Context: an optimization exercise on an open-source flow, tuned for small area, a short achievable clock period and few clock cycles per item. The choices shown serve that exercise and are no tape-out recipe. At most, simulation tests tie the RTL to the original design; equivalence was not proved.

==> flow/design.v <==
module tinyenc
#(
  parameter        SHL   =  4,
  parameter        SHR   =  5
)
(
   input     [15:0] delta,
   input     [ 2:0] round,
   input     [31:0] kh,
   input            g,
  output            valid,
  output     [31:0] rdata,
   input     [31:0] wdata,
   input            write,
   input            clk, rstb
);
reg        vld, wt;     
reg [ 6:0] c;             
reg [15:0] p, q, sum;
wire       busy = ~vld;
assign valid = vld;
assign rdata = {q, p};
wire        step = busy & ~wt;
wire        rend = step & g;                  
wire [ 6:0] mask = ~(7'h7f << round);          
wire        last = &(c | ~mask);
wire [15:0] ka = kh[15:0];
wire [15:0] kb = kh[31:16];
function [15:0] add16;
  input [15:0] a, b;
  input        ci;
  integer i, l;
  reg [15:0] g, p, g2, p2, x;
  begin
    x = a ^ b;
    g = a & b;
    p = x;
    g[0] = g[0] | (p[0] & ci);
    for (l = 0; l < 4; l = l + 1) begin
      g2 = g;
      p2 = p;
      for (i = 0; i < 16; i = i + 1)
        if ((i >> l) & 1) begin
          g2[i] = g[i] | (p[i] & g[((i >> l) << l) - 1]);
          p2[i] = p[i] & p[((i >> l) << l) - 1];
        end
      g = g2;
      p = p2;
    end
    add16 = x ^ {g[14:0], ci};
  end
endfunction
wire [15:0] f  = add16(q << SHL, ka, 1'b0) ^ add16(q, sum, 1'b0) ^ add16(q >> SHR, kb, 1'b0);
always @(negedge rstb or posedge clk) begin
  if (~rstb) vld <= 1'b1;
  else if (vld) vld <= ~write;
  else if (rend & last) vld <= 1'b1;
end
always @(posedge clk) begin
  wt  <= ~busy & ~g;
  c   <= busy ? c + {6'd0, rend} : 7'd0;
  sum <= (busy ? sum : 16'd0) + ((rend | ~busy) ? delta : 16'd0);
  if (~busy) begin
    if (write) begin
      p <= wdata[15:0];
      q <= wdata[31:16];
    end
  end
  else if (step) begin
    p <= q;
    q <= add16(p, f, 1'b0);
  end
end
endmodule
module tinydec
#(
  parameter        SHL   =  4,
  parameter        SHR   =  5
)
(
   input     [15:0] delta,
   input     [ 2:0] round,
   input     [31:0] kh,
   input            g,
  output            valid,
  output     [31:0] rdata,
   input     [31:0] wdata,
   input            write,
   input            clk, rstb
);
reg        vld, wt;     
reg [ 6:0] c;             
reg [15:0] p, q, sum;
wire       busy = ~vld;
assign valid = vld;
assign rdata = {p, q};
wire        step = busy & ~wt;
wire        rend = step & ~g;                 
wire [ 6:0] mask = ~(7'h7f << round);          
wire        last = &(c | ~mask);
wire [15:0] ka = kh[15:0];
wire [15:0] kb = kh[31:16];
function [15:0] add16;
  input [15:0] a, b;
  input        ci;
  integer i, l;
  reg [15:0] g, p, g2, p2, x;
  begin
    x = a ^ b;
    g = a & b;
    p = x;
    g[0] = g[0] | (p[0] & ci);
    for (l = 0; l < 4; l = l + 1) begin
      g2 = g;
      p2 = p;
      for (i = 0; i < 16; i = i + 1)
        if ((i >> l) & 1) begin
          g2[i] = g[i] | (p[i] & g[((i >> l) << l) - 1]);
          p2[i] = p[i] & p[((i >> l) << l) - 1];
        end
      g = g2;
      p = p2;
    end
    add16 = x ^ {g[14:0], ci};
  end
endfunction
wire [15:0] f  = add16(q << SHL, ka, 1'b0) ^ add16(q, sum, 1'b0) ^ add16(q >> SHR, kb, 1'b0);
always @(negedge rstb or posedge clk) begin
  if (~rstb) vld <= 1'b1;
  else if (vld) vld <= ~write;
  else if (rend & last) vld <= 1'b1;
end
always @(posedge clk) begin
  wt  <= ~busy & g;
  c   <= busy ? c + {6'd0, rend} : 7'd0;
  sum <= busy ? sum - (rend ? delta : 16'd0) : delta << round;
  if (~busy) begin
    if (write) begin
      p <= wdata[31:16];
      q <= wdata[15:0];
    end
  end
  else if (step) begin
    p <= q;
    q <= add16(p, ~f, 1'b1);
  end
end
endmodule
module tea (
   input        clk,
   input        rstb,
   input [15:0] delta,
   input [ 2:0] round,
   input [63:0] key,
   input        enc_write,
   input [31:0] enc_wdata,
  output        enc_valid,
  output [31:0] enc_rdata,
   input        dec_write,
   input [31:0] dec_wdata,
  output        dec_valid,
  output [31:0] dec_rdata
);
reg        g;
reg [31:0] kreg;
always @(negedge rstb or posedge clk) begin
  if (~rstb) g <= 1'b0;
  else       g <= ~g;
end
always @(posedge clk) begin
  kreg <= g ? key[31:0] : key[63:32];
end
tinyenc #(
  .SHL(4),
  .SHR(5)
)
u_enc (
  .delta(delta),
  .round(round),
  .kh(kreg),
  .g(g),
  .valid(enc_valid),
  .rdata(enc_rdata),
  .wdata(enc_wdata),
  .write(enc_write),
  .clk(clk), .rstb(rstb)
);
tinydec #(
  .SHL(4),
  .SHR(5)
)
u_dec (
  .delta(delta),
  .round(round),
  .kh(kreg),
  .g(g),
  .valid(dec_valid),
  .rdata(dec_rdata),
  .wdata(dec_wdata),
  .write(dec_write),
  .clk(clk), .rstb(rstb)
);
endmodule
export LEC_CHECK = 0
export ABC_AREA = 1
export CAP_MARGIN = 20
export CORE_MARGIN = 2
export CORE_UTILIZATION = 40
export CTS_BUF_LIST = sky130_fd_sc_hd__clkbuf_8
export SLEW_MARGIN = 20
create_clock -name core_clock -period 11.0 [get_ports {clk}]
standard.sh (not shown) runs the stock make flow with config.mk's settings and CLKGATE_MAP_FILE= SYNTH_SCRIPT=/design/flow/synth_recipe.tcl, a recipe that flattens the netlist after the stock synthesis.
==> flow/flow/run.sh <==
#!/bin/bash
# Standard ORFS layout, with the port buffers made of buf_1 cells instead of
# the larger, slower cell buffer_ports picks by default.
set -o pipefail
export BUFFER_PORTS_ARGS="-buffer_cell sky130_fd_sc_hd__buf_1"
export SETUP_SLACK_MARGIN=7.0
bash standard.sh > standard.log 2>&1
Then changed:
--- a/flow/design.v
+++ b/flow/design.v
@@ -47,13 +47,13 @@
       g = g2;
       p = p2;
     end
     add16 = x ^ {g[14:0], ci};
   end
 endfunction
-wire [15:0] f  = add16(q << SHL, ka, 1'b0) ^ add16(q, sum, 1'b0) ^ add16(q >> SHR, kb, 1'b0);
+wire [15:0] f  = ((q<<SHL) + ka) ^ (q + sum) ^ ((q>>SHR) + kb);
 always @(negedge rstb or posedge clk) begin
   if (~rstb) vld <= 1'b1;
   else if (vld) vld <= ~write;
   else if (rend & last) vld <= 1'b1;
 end
 always @(posedge clk) begin
@@ -121,13 +121,13 @@
       g = g2;
       p = p2;
     end
     add16 = x ^ {g[14:0], ci};
   end
 endfunction
-wire [15:0] f  = add16(q << SHL, ka, 1'b0) ^ add16(q, sum, 1'b0) ^ add16(q >> SHR, kb, 1'b0);
+wire [15:0] f  = ((q<<SHL) + ka) ^ (q + sum) ^ ((q>>SHR) + kb);
 always @(negedge rstb or posedge clk) begin
   if (~rstb) vld <= 1'b1;
   else if (vld) vld <= ~write;
   else if (rend & last) vld <= 1'b1;
 end
 always @(posedge clk) begin
The new run completed without violations.
Fmax grows by 4.3%.
Synthesized area grows by 3.9%.
Wire length grows by 6.7%.
Core utilization shrinks by 1.3 points.
Design area grows by 0.50%.
Non-clock buffer count shrinks by 24.
Final cell count grows by 4.4%.
Via count grows by 5.5%.
Count of clock-buffer cells in the layout is unchanged.
Setup slack gets better by 0.16 ns.
Register-to-register slack gets better by 0.13 ns.
Testbench counts after the change, summed over its fixed seeds: cycles 85,704, items 2,560.
For the first run of this note, only the layout was checked, not whether the RTL still works.

-- afterwards: timing with drivers on the ports --
Ports are ideal in the flow. The routed layouts listed here were re-timed in OpenROAD. Step 1, drivers: a clkbuf_16 drives clk and a buf_2 each remaining input, both assumed. Step 2 adds t to the input delays and takes it off the output delays; t is the mean of the earliest and latest rising clock arrival at the registers after step 1. Input paths then give back, and output paths get back, about the clock's delay inside the block. Slacks: ideal ports / drivers / drivers and shift; pairs: ideal ports / drivers.
| run | t (ns) | setup slack, ns | worst hold slack (ns) | worst setup path after step 2 | worst slew at a driven data input, ns |
|---|---|---|---|---|---|
| the first run | 0.524 | 7.093 / 7.050 / 6.679 | 0.495 / 0.495 / 0.495 | input to register | 0.06 |
| the second run | 0.542 | 7.254 / 7.208 / 6.787 | 0.514 / 0.514 / 0.514 | input to register | 0.05 |
After both steps setup and hold are still met in every run listed. For the second run, which loses most, drivers alone change the setup slack by -0.046 ns; drivers and shift together by -0.467 ns.
